This is an optimization exercise on Yosys and OpenROAD, whose aim is a short achievable clock period and few clock cycles, not a production implementation.
Function was checked by simulation only, so behaviour that the tests miss may differ from the original.
Power is estimated from default activity; no workload was simulated.

File: run.sh
#!/bin/bash
# synth_recipe.tcl (not shown) runs the flow's synth.tcl, then flattens the netlist and writes it again
# the make line also repeats each setting of config.mk as NAME=value (left out here)
make -C /OpenROAD-flow-scripts/flow DESIGN_CONFIG=/design/flow/config.mk WORK_HOME=/design/flow/orfs CLKGATE_MAP_FILE= SYNTH_SCRIPT=/design/flow/synth_recipe.tcl finish
File: config.mk
export PLATFORM = sky130hd
export DESIGN_NAME = CPU
export DESIGN_NICKNAME = CPU
export VERILOG_FILES = /design/flow/design.v
export SDC_FILE = /design/flow/constraint.sdc
export NUM_CORES = 4
export LEC_CHECK = 0
export CAP_MARGIN = 20
export CORE_MARGIN = 2
export CORE_UTILIZATION = 25
export SLEW_MARGIN = 20
File: constraint.sdc
create_clock -name core_clock -period 13.5 [get_ports {Clk}]
set_input_delay 2.7000 -clock core_clock [delete_from_list [all_inputs] [get_ports {Clk}]]
set_output_delay 2.7000 -clock core_clock [all_outputs]
set_load 0.01 [all_outputs]
File: design.v
module MUX2X5(A0, A1, S, Y);
	input [4:0] A0;
	input [4:0] A1;
	input S;
	output [4:0] Y;
	assign Y = S? A1 : A0;
endmodule
module MUX2X32(A0, A1, S, Y);
	input [31:0] A0;
	input [31:0] A1;
	input S;
	output [31:0] Y;
	assign Y = S? A1 : A0; 
endmodule
module MUX4X32(A0 , A1, A2, A3, S, Y);
    input [31:0] A0, A1, A2, A3;
    input [1:0] S;
    output [31:0] Y;
    assign Y = (S == 2'b00)? A0 : (S == 2'b01)? A1 :
	             (S == 2'b10)? A2 : A3; 
endmodule
module dff32(D, Clock, Reset, Q);	 
	input Clock, Reset;
	input [31:0] D;
	output reg [31:0] Q;
	always @(posedge Clock or negedge Reset) begin
		if(Reset == 0) Q <= 0;
		else     Q <= D;
	end
endmodule
module addsub32(A, B, sub, Result);
	input [31:0] A, B;
	input sub;
	output[31:0] Result;
	cla32 as32(A , B^{32{sub}} , sub , Result); 
endmodule
module cla32(a, b, c, s);
	input [31:0] a, b;
	input c;
	output[31:0] s;
	assign s = a + b + c; 
endmodule
module SHIFTER_32(X,Sa, Right, Arith, Sh);
    input[31:0]X;
    input[4:0]Sa;
    input Arith,Right;
    output [31:0]Sh;
    wire [31:0]T4,S4,T3,S3,T2,S2,T1,S1,T0;
    wire a = X[31] & Arith;
    wire [15:0]e={16{a}};
    parameter z=16'b0;
    wire [31:0]L1u,L1d,L2u,L2d,L3u,L3d,L4u,L4d,L5u,L5d;
    assign L1u={X[15:0],z};
    assign L1d={e,X[31:16]};
    MUX2X32 M1l(L1u,L1d,Right,T4);
    MUX2X32 M1r(X,T4,Sa[4],S4);
    assign L2u={S4[23:0],z[7:0]};
    assign L2d={e[7:0],S4[31:8]};
    MUX2X32 M2l(L2u,L2d,Right,T3);
    MUX2X32 M2r(S4,T3,Sa[3],S3);
    assign L3u={S3[27:0],z[3:0]};
    assign L3d={e[3:0],S3[31:4]};
    MUX2X32 M3l(L3u,L3d,Right,T2);
    MUX2X32 M3r(S3,T2,Sa[2],S2);
    assign L4u={S2[29:0],z[1:0]};
    assign L4d={e[1:0],S2[31:2]};
    MUX2X32 M4l(L4u,L4d,Right,T1);
    MUX2X32 M4r(S2,T1,Sa[1],S1);
    assign L5u={S1[30:0],z[0]};
    assign L5d={e[0],S1[31:1]};
    MUX2X32 M5l(L5u,L5d,Right,T0);
    MUX2X32 M5r(S1,T0,Sa[0],Sh);
endmodule
module ALU(X, Y, Aluc, R, Z);
	input [31:0] X, Y;
	input [3:0] Aluc;
	output wire [31:0] R;
	output wire Z;
	wire [31:0] d_and = X & Y;
	wire [31:0] d_or  = X | Y;
	wire [31:0] d_xor = X ^ Y;
	wire [31:0] d_lui = {Y[15:0],16'h0};
	wire [31:0] d_and_or = Aluc[2]? d_or:d_and;
	wire [31:0] d_xor_lui = Aluc[2]? d_lui:d_xor;
	wire [31:0] d_as, d_sh;
	addsub32 as32 (X, Y, Aluc[2], d_as);
	SHIFTER_32 shift_1 (Y, X[4:0], Aluc[2], Aluc[3], d_sh);
	MUX4X32 sel(d_as, d_and_or, d_xor_lui, d_sh, Aluc[1:0], R);
	assign Z = ~|R;
endmodule
module RegFile(Ra, Rb, D, Wr, We, Clk, Clrn, Qa, Qb);
	input [4:0] Ra, Rb, Wr;
	input [31:0] D;
	input Clk, Clrn, We;
	output [31:0] Qa, Qb;
    reg [31:0] Register[1:31];
	 assign Qa = (Ra == 0)? 0 : Register[Ra];
	 assign Qb = (Rb == 0)? 0 : Register[Rb];
	 integer i;
	 always @ (posedge Clk or negedge Clrn) begin
		if (Clrn == 0) begin				
			for (i=1 ; i <=31 ; i = i+1) Register[i] <= 0;
		end else  if (( We ) && ( Wr != 0)) 	
			Register[Wr] <= D;
	end
endmodule
module ControlUnit(Op, Func, Z, Wmem, Wreg, Regrt, Reg2reg, Aluc, Shift, Aluqb, Pcsrc, jal, Se);
	input [5:0] Op, Func;
	input Z;
	output [3:0] Aluc;
	output [1:0] Pcsrc;
	output Wmem, Wreg, Regrt, Se, Shift, Aluqb, Reg2reg, jal;
	wire i_add = (Op == 6'b000000 & Func == 6'b100000)?1:0;
	wire i_sub = (Op == 6'b000000 & Func == 6'b100010)?1:0;
	wire i_and = (Op == 6'b000000 & Func == 6'b100100)?1:0;
	wire i_or  = (Op == 6'b000000 & Func == 6'b100101)?1:0;
	wire i_xor = (Op == 6'b000000 & Func == 6'b100110)?1:0;
	wire i_sll = (Op == 6'b000000 & Func == 6'b000000)?1:0;
	wire i_srl = (Op == 6'b000000 & Func == 6'b000010)?1:0;
	wire i_sra = (Op == 6'b000000 & Func == 6'b000011)?1:0;
	wire i_jr  = (Op == 6'b000000 & Func == 6'b001000)?1:0;
	wire i_addi = (Op == 6'b001000)?1:0;
	wire i_andi = (Op == 6'b001100)?1:0; 
	wire i_ori  = (Op == 6'b001101)?1:0;
	wire i_xori = (Op == 6'b001110)?1:0;
	wire i_lw   = (Op == 6'b100011)?1:0;
	wire i_sw   = (Op == 6'b101011)?1:0;
	wire i_beq  = (Op == 6'b000100)?1:0;
	wire i_bne  = (Op == 6'b000101)?1:0;
	wire i_lui  = (Op == 6'b001111)?1:0;
	wire i_j    = (Op == 6'b000010)?1:0;
	wire i_jal  = (Op == 6'b000011)?1:0; 
	assign Wreg  = i_add  | i_sub  | i_and | i_or | i_xor  | 
	i_sll | i_srl |i_sra |	i_addi | i_andi | 
	i_ori | i_or | i_xori | i_lw  | i_lui |i_jal;
	assign Regrt  = i_addi | i_andi | i_ori | i_xori |i_lw |i_lui;
	assign jal = i_jal;
	assign Reg2reg  = i_lw;
	assign Shift  = i_sll | i_srl |i_sra;
	assign Aluqb = i_addi | i_andi | i_ori | i_xori | i_lw | i_lui |i_sw;
	assign Se = i_addi | i_lw | i_sw | i_beq | i_bne;
	assign Aluc[3] = i_sra;
	assign Aluc[2] = i_sub |i_or | i_srl | i_sra | i_ori |i_lui;
	assign Aluc[1] = i_xor | i_sll | i_srl | i_sra | i_xori |
	 i_beq | i_bne | i_lui;
	assign Aluc[0] = i_and | i_or | i_sll | i_srl |i_sra |
	 i_andi  | i_ori;
	assign Wmem  = i_sw;
	assign Pcsrc[1] = i_jr | i_j | i_jal;
	assign Pcsrc[0] = i_beq & Z | i_bne&~Z | i_j | i_jal;
endmodule
module CPU(Clk, Clrn, Inst, Dread, Iaddr, Wmem, Dwirte, Daddr);
	input Clk, Clrn;
	input [31:0] Inst, Dread;
	output [31:0] Iaddr, Daddr, Dwirte;
	output Wmem;
    wire [31:0] p4, adr, npc, res, ra, alu_mem, alua, alub;
    wire [4:0] reg_dest, wn;
    wire [3:0] aluc;
    wire [1:0] Pcsrc;
    wire zero, wreg, regrt, reg2reg, shift, aluqb, jal, se;
	ControlUnit CU (Inst[31:26], Inst[5:0], zero,         
					Wmem, wreg, regrt, reg2reg, aluc,
                    shift, aluqb, Pcsrc, jal, se);
	wire [31:0] sa = {27'b0 , Inst[10:6]};  
	wire e = se & Inst[15];
	wire [15:0] sign = {16{e}};
	wire [31:0] offset = {sign[13:0], Inst[15:0], 2'b00}; 
    wire [31:0] immdiate = {sign , Inst[15:0]}; 
	dff32 ip (npc , Clk , Clrn , Iaddr); 
	cla32 pcplus4(Iaddr , 32'h4 , 1'b0 , p4);
	cla32 br_adr(p4, offset, 1'b0, adr);
	wire [31:0] jpc = {p4[31:28] , Inst[25:0],2'b00}; 
	assign wn = reg_dest | {5{jal}}; 
	RegFile rf (Inst[25:21], Inst[20:16], res, wn,
	                wreg, Clk, Clrn, ra, Daddr);               
	MUX2X32 alu_a (ra , sa , shift , alua);
	MUX2X32 alu_b (Daddr, immdiate, aluqb, alub);
	ALU alu(alua, alub, aluc, Dwirte, zero);
	MUX2X5 reg_wn (Inst[15:11], Inst[20:16], regrt, reg_dest);
	MUX2X32 res_mem(Dwirte, Dread, reg2reg , alu_mem);
	MUX2X32 link(alu_mem,  p4 , jal , res);
	MUX4X32 nextpc( p4 , adr , ra , jpc , Pcsrc , npc);		
endmodule
==> reports/qor.yml, run 1 <==
start_util_pct: 25.1
cts_sinks: 1024
period_share_pct: 98.7
viasPerCell: 6.39
ff2ff_path_depth: 32
cts_buffers: 109
cp.depth: 26
synth_edf_count: 0
arrival_ns: 10.62
synth_seq_cells: 1024
htree_levels: 3
drive_above_1_share_pct: 13.3
cpMostUsedCell: "buf_4"
multiInputGateArea_sq_mm: 0.0354
yosysSeqAreaShare_pct: 40.3
seqCellArea_sq_mm: 0.0256
fmax_mhz: 75.1
syn_inst: 7720
vias: 72408
port_buffers: 162
rrSetupSlack_ns: 4.60
start_kind: "input port"
crit_end: "Dwirte[30]"
dr.pass1.iters: 13
coreArea_sq_mm: 0.253
routed_wl_mm: 436
cts_tree: "built"
netlist_area_sq_mm: 0.0636
postRouteAntennaNets: 0
avgSynthCellArea_sq_um: 8.24
grt_max_degree: 147
area_growth_pct: 20.0
slew_headroom_pct: 6.85
finalHoldViolCount: 0
globalRouteTotalUtil_pct: 32.5
grt-ovfl-total: 0
grt_antenna_before_repair: 40
synth_nets: 7928
drt_iter0_drc: 13934
setup_viol: 0
crit_path_end_kind: "output port"
synth_warnings: 3
wl_per_cell_um: 38.5
crit_type: "in -> out"
drc: 0
path_delay_family: "compound AO/OA/AOI/OAI gates"
crit_start: "Inst[20]"
die_x_um: 508
r2r_end: "ip.Q[20]"
path_clk_slew_ns: 0.06
hp-class: "reg -> reg"
min_period_ns: 13.32
ys_types: 118
maxSlewViolCount: 0
first_global_vias: 66249
cts_root_buf: "clkbuf_16"
grt_pass1_wl_mm: 584
fin_util_pct: 30.1
slowest_delay_ns: 0.67
async_reset_ff_share_pct: 100
crit_buf_inv: 6
rsz0062_at_grt: "no"
worstHoldStart: "rf.Register[26][2]"
cts.path.max_buffers: 3
status: "finished clean"
p_per_area_mw_per_mm2: 128
drv_cap: 0
worst_pin_slew_ns: 1.38
gp_congestion: 1.06
finalClockSkew_ns: 0.0476
io_pins: 163
path_max_fanout: 38
clock_latency_ns: 0.78
cp_data_required_time_ns: 10.80
fp-row-count: 185
leakage_nw: 33.6
ys.flop_type: "dfrtp_1"
r2r_start: "rf.Register[7][7]"
vdd_ir_drop_max_mv: 0.108
hpwl_mm: 308
final_nets: 8061
num-fill-cells: 26840
tns_ns: 0
dieArea_sq_mm: 0.258
crit_slowest_cell: "clkdlybuf4s50_1"
fp.dieH_um: 508
## layer usage
layer,vias up,share of wire (%),GRT usage [%]
li1,28729,-,-
met2,6386,39,45.4
met3,1962,14,12.0
met4,34,9.1,22.9
met5,-,0.073,0
met1,35297,38,41.1
## cell type report
cell class / instances / share of cell area (%)
clock inverters: 55 / 1.19
clock buffers: 147 / 4.12
multi-input cells: 5843 / 46.4
diodes: 24 / 0.0787
repair buffers: 738 / 8.46
well taps: 3366 / 5.52
flip-flops and latches: 1024 / 33.6
inverters: 137 / 0.677
## tightest hold or removal path, delay by kind of cell (launching register included)
family / cells / cell delay, ns
and+or+nand+nor: 1 / 0.05
DFF: 1 / 0.35
AOI/OAI and AO/OA: 1 / 0.06
## cell families (layout without fill, tap and decap cells)
logic type | count (synthesis) | in the layout | share of synthesized area, %
and+or+nand+nor | 2868 | 2868 | 21.7
other | 0 | 24 | 0
adders and majority gates | 142 | 142 | 2.82
DFF | 1024 | 1024 | 40.3
AOI/OAI and AO/OA | 2691 | 2691 | 27.5
buffers and inverters | 853 | 1077 | 5.58
muxes | 53 | 53 | 0.874
xor gates and xnor gates | 89 | 89 | 1.23
## layout by cell type (no fill, tap or decap), types with 25 or more instances in the layout
| cell type | instances |
|---|---|
| nand2_1 | 1304 |
| o21ai_0 | 1142 |
| dfrtp_1 | 1024 |
| buf_4 | 536 |
| and3_1 | 439 |
| a22oi_1 | 350 |
| nor2_1 | 278 |
| a21oi_1 | 252 |
| nand3_1 | 242 |
| clkdlybuf4s50_1 | 151 |
| nand4_1 | 143 |
| ha_1 | 140 |
| inv_1 | 127 |
| a2111oi_0 | 125 |
| a221oi_1 | 114 |
| clkbuf_16 | 110 |
| a22o_1 | 78 |
| o211ai_1 | 76 |
| nor3_1 | 68 |
| xnor2_1 | 65 |
| a211oi_1 | 49 |
| o22ai_1 | 49 |
| nand3b_1 | 44 |
| mux2i_1 | 42 |
| a31oi_1 | 34 |
| buf_12 | 33 |
| nor4_1 | 32 |
| nand2_4 | 32 |
| nor2_4 | 29 |
| nor2_2 | 28 |
| o21ai_1 | 27 |
| a21o_1 | 27 |
| o2111ai_1 | 27 |
| nand2b_1 | 25 |
| or3_1 | 25 |
| a222oi_1 | 25 |
| clkbuf_8 | 25 |
## cells in the mapped netlist (21+ instances only)
cell type     n  area (sq um)
o2111ai_1    27           236
a32o_1       22           220
a31oi_1      34           213
nor4_1       41           257
a22o_1       78           683
nand3_1     242          1210
a211oi_1     54           405
nand2b_1     26           163
and4_1       21           184
xor2_1       24           210
a22oi_1     350          2630
inv_1       128           480
clkbuf_1    538          2020
a221oi_1    114           998
nand2_1    1338          5020
o21ai_1      27           135
a21o_1       27           203
nand3b_1     44           330
ha_1        140          1750
or3_1        25           156
and3_1      440          2750
buf_1        33           124
o21ai_0    1172          5870
o211ai_1     76           571
dfrtp_1    1024         25600
xnor2_1      65           569
nand4_1     143           895
buf_2       106           531
a2111oi_0   125          1090
mux2i_1      42           420
nor3_1       74           370
nor2_1      325          1220
a222oi_1     25           250
o22ai_1      50           313
a21oi_1     260          1300
## through the flow
stage                     instance area (sq um)  hold WS [ns]  setup slack [ns]  power, mW  instances
after floorplan                           63600         0.450              1.66       4.78       7720
after global placement                    71900         0.462             0.226       6.19      11101
after detailed placement                  72000         0.471             0.392       6.20      11102
after CTS                                 76100         0.485             0.367       9.62      11304
after global routing                      76300         0.525            0.0717       10.0      11313
final                                     76300         0.497             0.179       9.76      11334
## state kept, by name, indices dropped and copies added (netlist names)
name and cells:
ip.Q 32, rf.Register 992
## what timing repair did
action / in CTS / in global routing
resized for setup: 0 / 4
hold buffers: 0 / 0
endpoints found under the setup margin: 0 / 1
setup buffers: 0 / 0
## worst min-delay path by stage
| stage | depth (start not counted) | endpoint |
|---|---|---|
| after floorplan | 2 | rf.Register[6][0] |
| after global placement | 2 | rf.Register[6][0] |
| after detailed placement | 2 | rf.Register[6][0] |
| after CTS | 2 | rf.Register[6][0] |
| after global routing | 2 | rf.Register[10][2] |
| final | 2 | rf.Register[26][2] |
## power breakdown
group	total, mW	switching, mW	internal [mW]
Combinational	2.61	1.77	0.840
Clock	3.46	1.42	2.04
Sequential	3.70	0.395	3.30
Total	9.76	3.58	6.18
Testbench counts, summed over its fixed seeds: cycles 27,706.
==> run 2: changes to the inputs <==
--- a/design.v
+++ b/design.v
@@ -88,19 +88,19 @@
 	MUX4X32 sel(d_as, d_and_or, d_xor_lui, d_sh, Aluc[1:0], R);
 	assign Z = ~|R;
 endmodule
-module RegFile(Ra, Rb, D, Wr, We, Clk, Clrn, Qa, Qb);
+module RegFile(Ra, Rb, D, Wr, Clk, Clrn, Qa, Qb);
 	input [4:0] Ra, Rb, Wr;
 	input [31:0] D;
-	input Clk, Clrn, We;
+	input Clk, Clrn;
 	output [31:0] Qa, Qb;
-    reg [31:0] Register[1:31];
-	 assign Qa = (Ra == 0)? 0 : Register[Ra];
-	 assign Qb = (Rb == 0)? 0 : Register[Rb];
-	 integer i;
-	 always @ (posedge Clk or negedge Clrn) begin
-		if (Clrn == 0) begin				
-			for (i=1 ; i <=31 ; i = i+1) Register[i] <= 0;
-		end else  if (( We ) && ( Wr != 0)) 	
+	reg [31:0] Register[1:31];
+	assign Qa = (Ra == 0) ? 32'h0 : Register[Ra];
+	assign Qb = (Rb == 0) ? 32'h0 : Register[Rb];
+	integer i;
+	always @(posedge Clk or negedge Clrn) begin
+		if (Clrn == 0) begin
+			for (i = 1; i <= 31; i = i + 1) Register[i] <= 0;
+		end else if (Wr != 0)
 			Register[Wr] <= D;
 	end
 endmodule
@@ -154,31 +154,116 @@
 	input [31:0] Inst, Dread;
 	output [31:0] Iaddr, Daddr, Dwirte;
 	output Wmem;
-    wire [31:0] p4, adr, npc, res, ra, alu_mem, alua, alub;
-    wire [4:0] reg_dest, wn;
-    wire [3:0] aluc;
-    wire [1:0] Pcsrc;
-    wire zero, wreg, regrt, reg2reg, shift, aluqb, jal, se;
-	ControlUnit CU (Inst[31:26], Inst[5:0], zero,         
-					Wmem, wreg, regrt, reg2reg, aluc,
-                    shift, aluqb, Pcsrc, jal, se);
-	wire [31:0] sa = {27'b0 , Inst[10:6]};  
-	wire e = se & Inst[15];
-	wire [15:0] sign = {16{e}};
-	wire [31:0] offset = {sign[13:0], Inst[15:0], 2'b00}; 
-    wire [31:0] immdiate = {sign , Inst[15:0]}; 
-	dff32 ip (npc , Clk , Clrn , Iaddr); 
-	cla32 pcplus4(Iaddr , 32'h4 , 1'b0 , p4);
-	cla32 br_adr(p4, offset, 1'b0, adr);
-	wire [31:0] jpc = {p4[31:28] , Inst[25:0],2'b00}; 
-	assign wn = reg_dest | {5{jal}}; 
-	RegFile rf (Inst[25:21], Inst[20:16], res, wn,
-	                wreg, Clk, Clrn, ra, Daddr);               
-	MUX2X32 alu_a (ra , sa , shift , alua);
-	MUX2X32 alu_b (Daddr, immdiate, aluqb, alub);
-	ALU alu(alua, alub, aluc, Dwirte, zero);
-	MUX2X5 reg_wn (Inst[15:11], Inst[20:16], regrt, reg_dest);
-	MUX2X32 res_mem(Dwirte, Dread, reg2reg , alu_mem);
-	MUX2X32 link(alu_mem,  p4 , jal , res);
-	MUX4X32 nextpc( p4 , adr , ra , jpc , Pcsrc , npc);		
-endmodule
+	reg [31:0] pc;               
+	reg [31:0] ir;               
+	reg [31:0] pc4x;             
+	reg [31:0] res_m;            
+	reg [4:0]  rd_m;             
+	reg        ld_m;             
+	reg [31:0] dadr_m, dst_m;    
+	reg        wmem_m;
+	assign Iaddr  = pc;
+	assign Dwirte = dadr_m;
+	assign Daddr  = dst_m;
+	assign Wmem   = wmem_m;
+	wire [31:0] pc4  = pc + 32'd4;
+	wire        f_j  = (Inst[31:27] == 5'b00001);           
+	wire [31:0] f_jt = {pc4[31:28], Inst[25:0], 2'b00};
+	wire [5:0] op = ir[31:26];
+	wire [5:0] fn = ir[5:0];
+	wire [4:0] rs = ir[25:21];
+	wire [4:0] rt = ir[20:16];
+	wire [4:0] rd = ir[15:11];
+	wire rtype  = (op == 6'h00);
+	wire i_add  = rtype & (fn == 6'h20);
+	wire i_sub  = rtype & (fn == 6'h22);
+	wire i_and  = rtype & (fn == 6'h24);
+	wire i_or   = rtype & (fn == 6'h25);
+	wire i_xor  = rtype & (fn == 6'h26);
+	wire i_sll  = rtype & (fn == 6'h00);
+	wire i_srl  = rtype & (fn == 6'h02);
+	wire i_sra  = rtype & (fn == 6'h03);
+	wire i_jr   = rtype & (fn == 6'h08);
+	wire i_addi = (op == 6'h08);
+	wire i_andi = (op == 6'h0c);
+	wire i_ori  = (op == 6'h0d);
+	wire i_xori = (op == 6'h0e);
+	wire i_lui  = (op == 6'h0f);
+	wire i_lw   = (op == 6'h23);
+	wire i_sw   = (op == 6'h2b);
+	wire i_beq  = (op == 6'h04);
+	wire i_bne  = (op == 6'h05);
+	wire i_jal  = (op == 6'h03);
+	wire wr_rd = i_add | i_sub | i_and | i_or | i_xor | i_sll | i_srl | i_sra;
+	wire wr_rt = i_addi | i_andi | i_ori | i_xori | i_lui | i_lw;
+	wire [4:0] dest = wr_rd ? rd : wr_rt ? rt : i_jal ? 5'd31 : 5'd0;
+	wire use_rs = i_add | i_sub | i_and | i_or | i_xor | i_jr | i_addi | i_andi |
+	              i_ori | i_xori | i_lw | i_sw | i_beq | i_bne;
+	wire use_rt = i_add | i_sub | i_and | i_or | i_xor | i_sll | i_srl | i_sra |
+	              i_sw | i_beq | i_bne;
+	wire stall = ld_m & (rd_m != 5'd0) &
+	             ((use_rs & (rd_m == rs)) | (use_rt & (rd_m == rt)));
+	wire [31:0] qa, qb;
+	wire [31:0] wdata = ld_m ? Dread : res_m;
+	RegFile rf (rs, rt, wdata, rd_m, Clk, Clrn, qa, qb);
+	wire fwd_a = (rd_m != 5'd0) & (rd_m == rs);
+	wire fwd_b = (rd_m != 5'd0) & (rd_m == rt);
+	wire [31:0] a = fwd_a ? res_m : qa;
+	wire [31:0] b = fwd_b ? res_m : qb;
+	wire        sext  = i_addi | i_lw | i_sw;
+	wire        useimm = sext | i_andi | i_ori | i_xori;
+	wire [31:0] imm   = {{16{sext & ir[15]}}, ir[15:0]};
+	wire [31:0] bo    = useimm ? imm : b;
+	wire [31:0] sum   = a + (i_sub ? ~bo : bo) + {31'b0, i_sub};
+	wire [63:0] shr64 = {{32{i_sra & b[31]}}, b} >> ir[10:6];
+	wire [31:0] shr   = shr64[31:0];
+	wire [31:0] shl   = b << ir[10:6];
+	wire s_add = i_add | i_sub | i_addi | i_lw | i_sw;
+	wire s_and = i_and | i_andi;
+	wire s_or  = i_or | i_ori;
+	wire s_xor = i_xor | i_xori;
+	wire [31:0] res = ({32{s_add}} & sum) |
+	                  ({32{s_and}} & (a & bo)) |
+	                  ({32{s_or}}  & (a | bo)) |
+	                  ({32{s_xor}} & (a ^ bo)) |
+	                  ({32{i_sll}} & shl) |
+	                  ({32{i_srl | i_sra}} & shr) |
+	                  ({32{i_lui}} & {ir[15:0], 16'h0}) |
+	                  ({32{i_jal}} & pc4x);
+	wire        eq     = (a == b);
+	wire        taken  = ~stall & ((i_beq & eq) | (i_bne & ~eq));
+	wire        jr_go  = ~stall & i_jr;
+	wire [31:0] btgt   = pc4x + {{14{ir[15]}}, ir[15:0], 2'b00};
+	wire        xred   = taken | jr_go;
+	wire [31:0] xtgt   = i_jr ? a : btgt;
+	always @(posedge Clk or negedge Clrn) begin
+		if (Clrn == 0) begin
+			pc     <= 32'h0;
+			ir     <= 32'h0;
+			pc4x   <= 32'h0;
+			res_m  <= 32'h0;
+			rd_m   <= 5'd0;
+			ld_m   <= 1'b0;
+			dadr_m <= 32'h0;
+			dst_m  <= 32'h0;
+			wmem_m <= 1'b0;
+		end else begin
+			res_m  <= res;
+			rd_m   <= stall ? 5'd0 : dest;
+			ld_m   <= ~stall & i_lw;
+			dadr_m <= sum;
+			dst_m  <= b;
+			wmem_m <= ~stall & i_sw;
+			if (!stall) begin
+				if (xred) begin
+					pc <= xtgt;
+					ir <= 32'h0;
+				end else begin
+					pc   <= f_j ? f_jt : pc4;
+					ir   <= Inst;
+					pc4x <= pc4;
+				end
+			end
+		end
+	end
+endmodule
==> run 2 against run 1 <==
Net effect:
- worst setup slack better by 4.2 ns
- core utilization is 0.82 points lower
- final cell count is 2.8% higher
- sequential power is 26% higher
- die area is 7.6% higher
- synthesized cell count is 4.4% higher
- sequential share of layout area is 3.7 points higher
- global-route usage is 5.1 points lower
- final area is 4.7% higher
- register-to-register slack worse by 0.25 ns
- first-iteration DRC count is 1.3% lower
- wire length is 9.3% lower
==> reports/qor.yml, run 2 <==
post-synth-top-area-cell: "dfrtp_1"  # unchanged
async_reset_ff_share_pct: 100  # unchanged
cts_sinks: 1191  # was 1024
multiInputGateArea_sq_mm: 0.0358  # was 0.0354 sq mm
drt_iter0_drc: 13752  # was 13934
arrival_ns: 9.87  # was 10.62 ns
area_growth_pct: 16.8  # was 20.0%
layout_common_cells: "dfrtp_1 (1181), nor2_1 (856), a21oi_1 (851)"  # was nand2_1 (1304), o21ai_0 (1142), dfrtp_1 (1024)
synth_top_area_share_pct: 43.5  # was 40.3%
synth_edf_count: 0  # unchanged
grt_antenna_before_repair: 36  # was 40
synth_warnings: 3  # unchanged
grt_max_degree: 159  # was 147
drv_cap: 0  # unchanged
synthTopCellsByCount: "dfrtp_1 (1191), nor2_1 (905), a21oi_1 (856), nand3_1 (816), nand2_1 (603)"  # was nand2_1 (1338), o21ai_0 (1172), dfrtp_1 (1024), clkbuf_1 (538), and3_1 (440)
tns_ns: 0  # unchanged
rrSetupSlack_ns: 4.35  # was 4.60 ns
sequentialPowerShare_pct: 38.2  # was 37.9%
p_int_mw: 7.75  # was 6.18 mW
pwr-share-clk_pct: 35.2  # was 35.4%
r2r_end: "res_m[16]"  # was ip.Q[20]
largest_register: "rf.Register"  # unchanged
finalHoldViolCount: 0  # unchanged
cts_buffers: 142  # was 109
ys_types: 94  # was 118
start_kind: "flip-flop"  # was input port
avgSynthCellArea_sq_um: 8.50  # was 8.24 sq um
path_clk_slew_ns: 0.06  # about the same
wl_per_cell_um: 34.0  # was 38.5 um
fp-row-count: 192  # was 185
crit_slowest_cell: "nor3b_4"  # was clkdlybuf4s50_1
hpwl_mm: 256  # was 308 mm
num-fill-cells: 28798  # was 26840
largest_reg_flops: 992  # unchanged
grt_pass1_wl_mm: 545  # was 584 mm
cp_data_required_time_ns: 14.22  # was 10.80 ns
htree_levels: 4  # was 3
fin_hold_ws_ns: 0.504  # was 0.497 ns
path_delay_family: "compound AO/OA/AOI/OAI gates"  # unchanged
cts_tree: "built"  # unchanged
r2r_start: "ir[17]"  # was rf.Register[7][7]
drive_above_1_share_pct: 9.99  # was 13.3%
post-cts-setup-buffers: 0  # unchanged
crit_path_end_kind: "flip-flop"  # was output port
finalClockSkew_ns: 0.0611  # was 0.0476 ns
status: "finished clean"  # unchanged
ys.flop_type: "dfrtp_1"  # unchanged
combPwrFrac_pct: 26.7  # about the same
crit_buf_inv: 3  # was 6
postRouteAntennaNets: 0  # unchanged
dieArea_sq_mm: 0.278  # was 0.258 sq mm
port_buffers: 162  # unchanged
min_period_ns: 9.15  # was 13.32 ns
yosysSeqAreaShare_pct: 43.5  # was 40.3%
p_per_area_mw_per_mm2: 153  # was 128 mW/mm^2
vias: 72891  # was 72408
io_pins: 163  # unchanged
globalRouteTotalUtil_pct: 27.4  # was 32.5%
grt-ovfl-total: 0  # unchanged
vdd_ir_drop_max_mv: 0.117  # was 0.108 mV
slowest_delay_ns: 0.85  # was 0.67 ns
crit_start: "ir[17]"  # was Inst[20]
rsz0062_at_grt: "no"  # unchanged
cpMostUsedCell: "o21ai_0"  # was buf_4
first_global_vias: 67010  # was 66249
leakage_nw: 32.0  # was 33.6 nW
setup_viol: 0  # unchanged
fp.dieH_um: 527  # was 508 um
dr.pass1.iters: 12  # was 13
ff2ff_path_depth: 26  # was 32
worst_pin_slew_ns: 1.25  # was 1.38 ns
cts_hold_buf: 0  # unchanged
cts.path.max_buffers: 3  # unchanged
period_share_pct: 67.8  # was 98.7%
cts_root_buf: "clkbuf_16"  # unchanged
seqCellArea_sq_mm: 0.0298  # was 0.0256 sq mm
viasPerCell: 6.26  # was 6.39
maxSlewViolCount: 0  # unchanged
synth_nets: 8248  # was 7928
path_max_fanout: 46  # was 38
syn_inst: 8056  # was 7720
synth.most_common_cell: "dfrtp_1"  # was nand2_1
fin_util_pct: 29.3  # was 30.1%
cts_resized: 0  # unchanged
drc: 0  # unchanged
slew_headroom_pct: 16.5  # was 6.85%
die_x_um: 527  # was 508 um
synth_seq_cells: 1191  # was 1024
coreArea_sq_mm: 0.273  # was 0.253 sq mm
start_util_pct: 25.1  # about the same
power_switching_mw: 4.48  # was 3.58 mW
cp.depth: 26  # unchanged
routed_wl_mm: 395  # was 436 mm
fmax_mhz: 109  # was 75.1 MHz
hp-class: "reg -> reg"  # unchanged
clock_latency_ns: 0.87  # was 0.78 ns
crit_type: "reg -> reg"  # was in -> out
final_nets: 8105  # was 8061
crit_end: "res_m[16]"  # was Dwirte[30]
gp_congestion: 1.04  # was 1.06
ys_top_cells_by_area: "dfrtp_1 (44%), a21oi_1 (6.3%), nand3_1 (6.0%)"  # was dfrtp_1 (40%), o21ai_0 (9.2%), nand2_1 (7.9%)
swShare_pct: 36.6  # was 36.7%
netlist_area_sq_mm: 0.0685  # was 0.0636 sq mm
mostFrequentLayoutCell: "dfrtp_1"  # was nand2_1
==> run 2: cell count changes in the layout (fill, tap and decap cells not counted), moves of 113 or more <==
cell and delta:
nand4_1 +113, nor2_1 +578, o21ai_0 -617, nand2_1 -714, nand3_1 +573, mux2i_1 +148
buf_4 -244, and3_1 -228, a21oi_1 +599, dfrtp_1 +157
==> run 2: power groups by stage <==
stage	clock network, mW	logic [mW]	registers, mW
3_3_place_gp	0	3.10	4.68
2_1_floorplan	0	1.74	4.47
6_report	4.30	3.26	4.67
4_1_cts	4.31	3.15	4.63
5_1_grt	4.46	3.44	4.69
3_5_place_dp	0	3.13	4.69
==> run 2: per-layer routing <==
layer,GRT usage [%],part of all wire [%],vias to the layer above,wire [um]
met5,0.173,0.093,-,368
li1,-,-,29071,-
met3,11.1,14,1863,56600
met4,18.2,8.2,40,32500
met2,38.5,40,6410,159000
met1,34.2,37,35507,147000
==> run 2: layout make-up <==
type | instances | share of cell area, %
well taps | 3589 | 5.62
flip-flops and latches | 1191 | 37.3
repair buffers | 467 | 5.08
inverters | 155 | 0.734
clock buffers | 190 | 5.01
multi-input cells | 5956 | 44.7
clock inverters | 68 | 1.42
diodes | 31 | 0.0970
==> run 2: worst min path at each step <==
stage,startpoint,endpoint,slack [ns],cells after the start
floorplan,rf.Register[17][22],rf.Register[17][22],0.46,2
global placement,rf.Register[1][20],rf.Register[1][20],0.47,2
detailed placement,rf.Register[6][0],rf.Register[6][0],0.49,2
CTS,rf.Register[1][20],rf.Register[1][20],0.50,2
global route,rf.Register[17][22],rf.Register[17][22],0.53,2
finish,rf.Register[1][20],rf.Register[1][20],0.50,2
==> run 2: logic make-up (layout without fill, tap and decap cells) <==
kind of cell	Yosys count	count (layout)	synth area share, %
AND/OR/NAND/NOR	3158	3158	22.2
AO/OA/AOI/OAI	2266	2266	20.5
flip-flops	1191	1191	43.5
buffers and inverters	909	880	5.45
multiplexers	266	266	4.18
XOR/XNOR	140	140	1.79
adder cells (fa/ha/maj)	126	126	2.32
other	0	31	0
==> run 2: metrics by stage <==
stage	setup WS (ns)	cell area (sq um)	power, mW	instances
finish	4.35	80000	12.2	11647
global route	4.47	79900	12.6	11618
CTS	4.95	79700	12.1	11612
detailed placement	4.97	74600	7.82	11354
global placement	4.90	74600	7.78	11352
floorplan	8.13	68500	6.20	8056
==> run 2: worst min-delay path, cell delays in order (launching register included) <==
cell and delay (ns):
dfrtp_1 0.36, nand2_1 0.05, o21ai_0 0.06
Testbench counts of run 2, summed over its fixed seeds: cycles 30,609.

-- port drivers added, routing unchanged --
Ports are ideal in the flow. The routed layouts listed here were re-timed in OpenROAD.
Step 1: set_driving_cell puts a clkbuf_16 on Clk and a buf_2 on each other input, an assumption about the parent block.
Step 2 also shifts input and output timing later by t, the mid clock arrival at the registers, as if the neighbouring blocks saw the same clock.
Three values: ideal, step 1, step 2; two values: the first two.
run	shift t [ns]	slack for setup (ns)	latest minus earliest clock arrival (ns)	cell pins on the clock port's net
run 1	0.836	0.179 / 0.142 / 0.142	0.047 / 0.048	1
run 2	0.913	4.350 / 4.350 / 4.350	0.086 / 0.086	1
After both steps setup and hold are still met in every run listed. For run 1, which loses most, drivers alone change the setup slack by -0.037 ns; drivers and shift together by -0.037 ns.
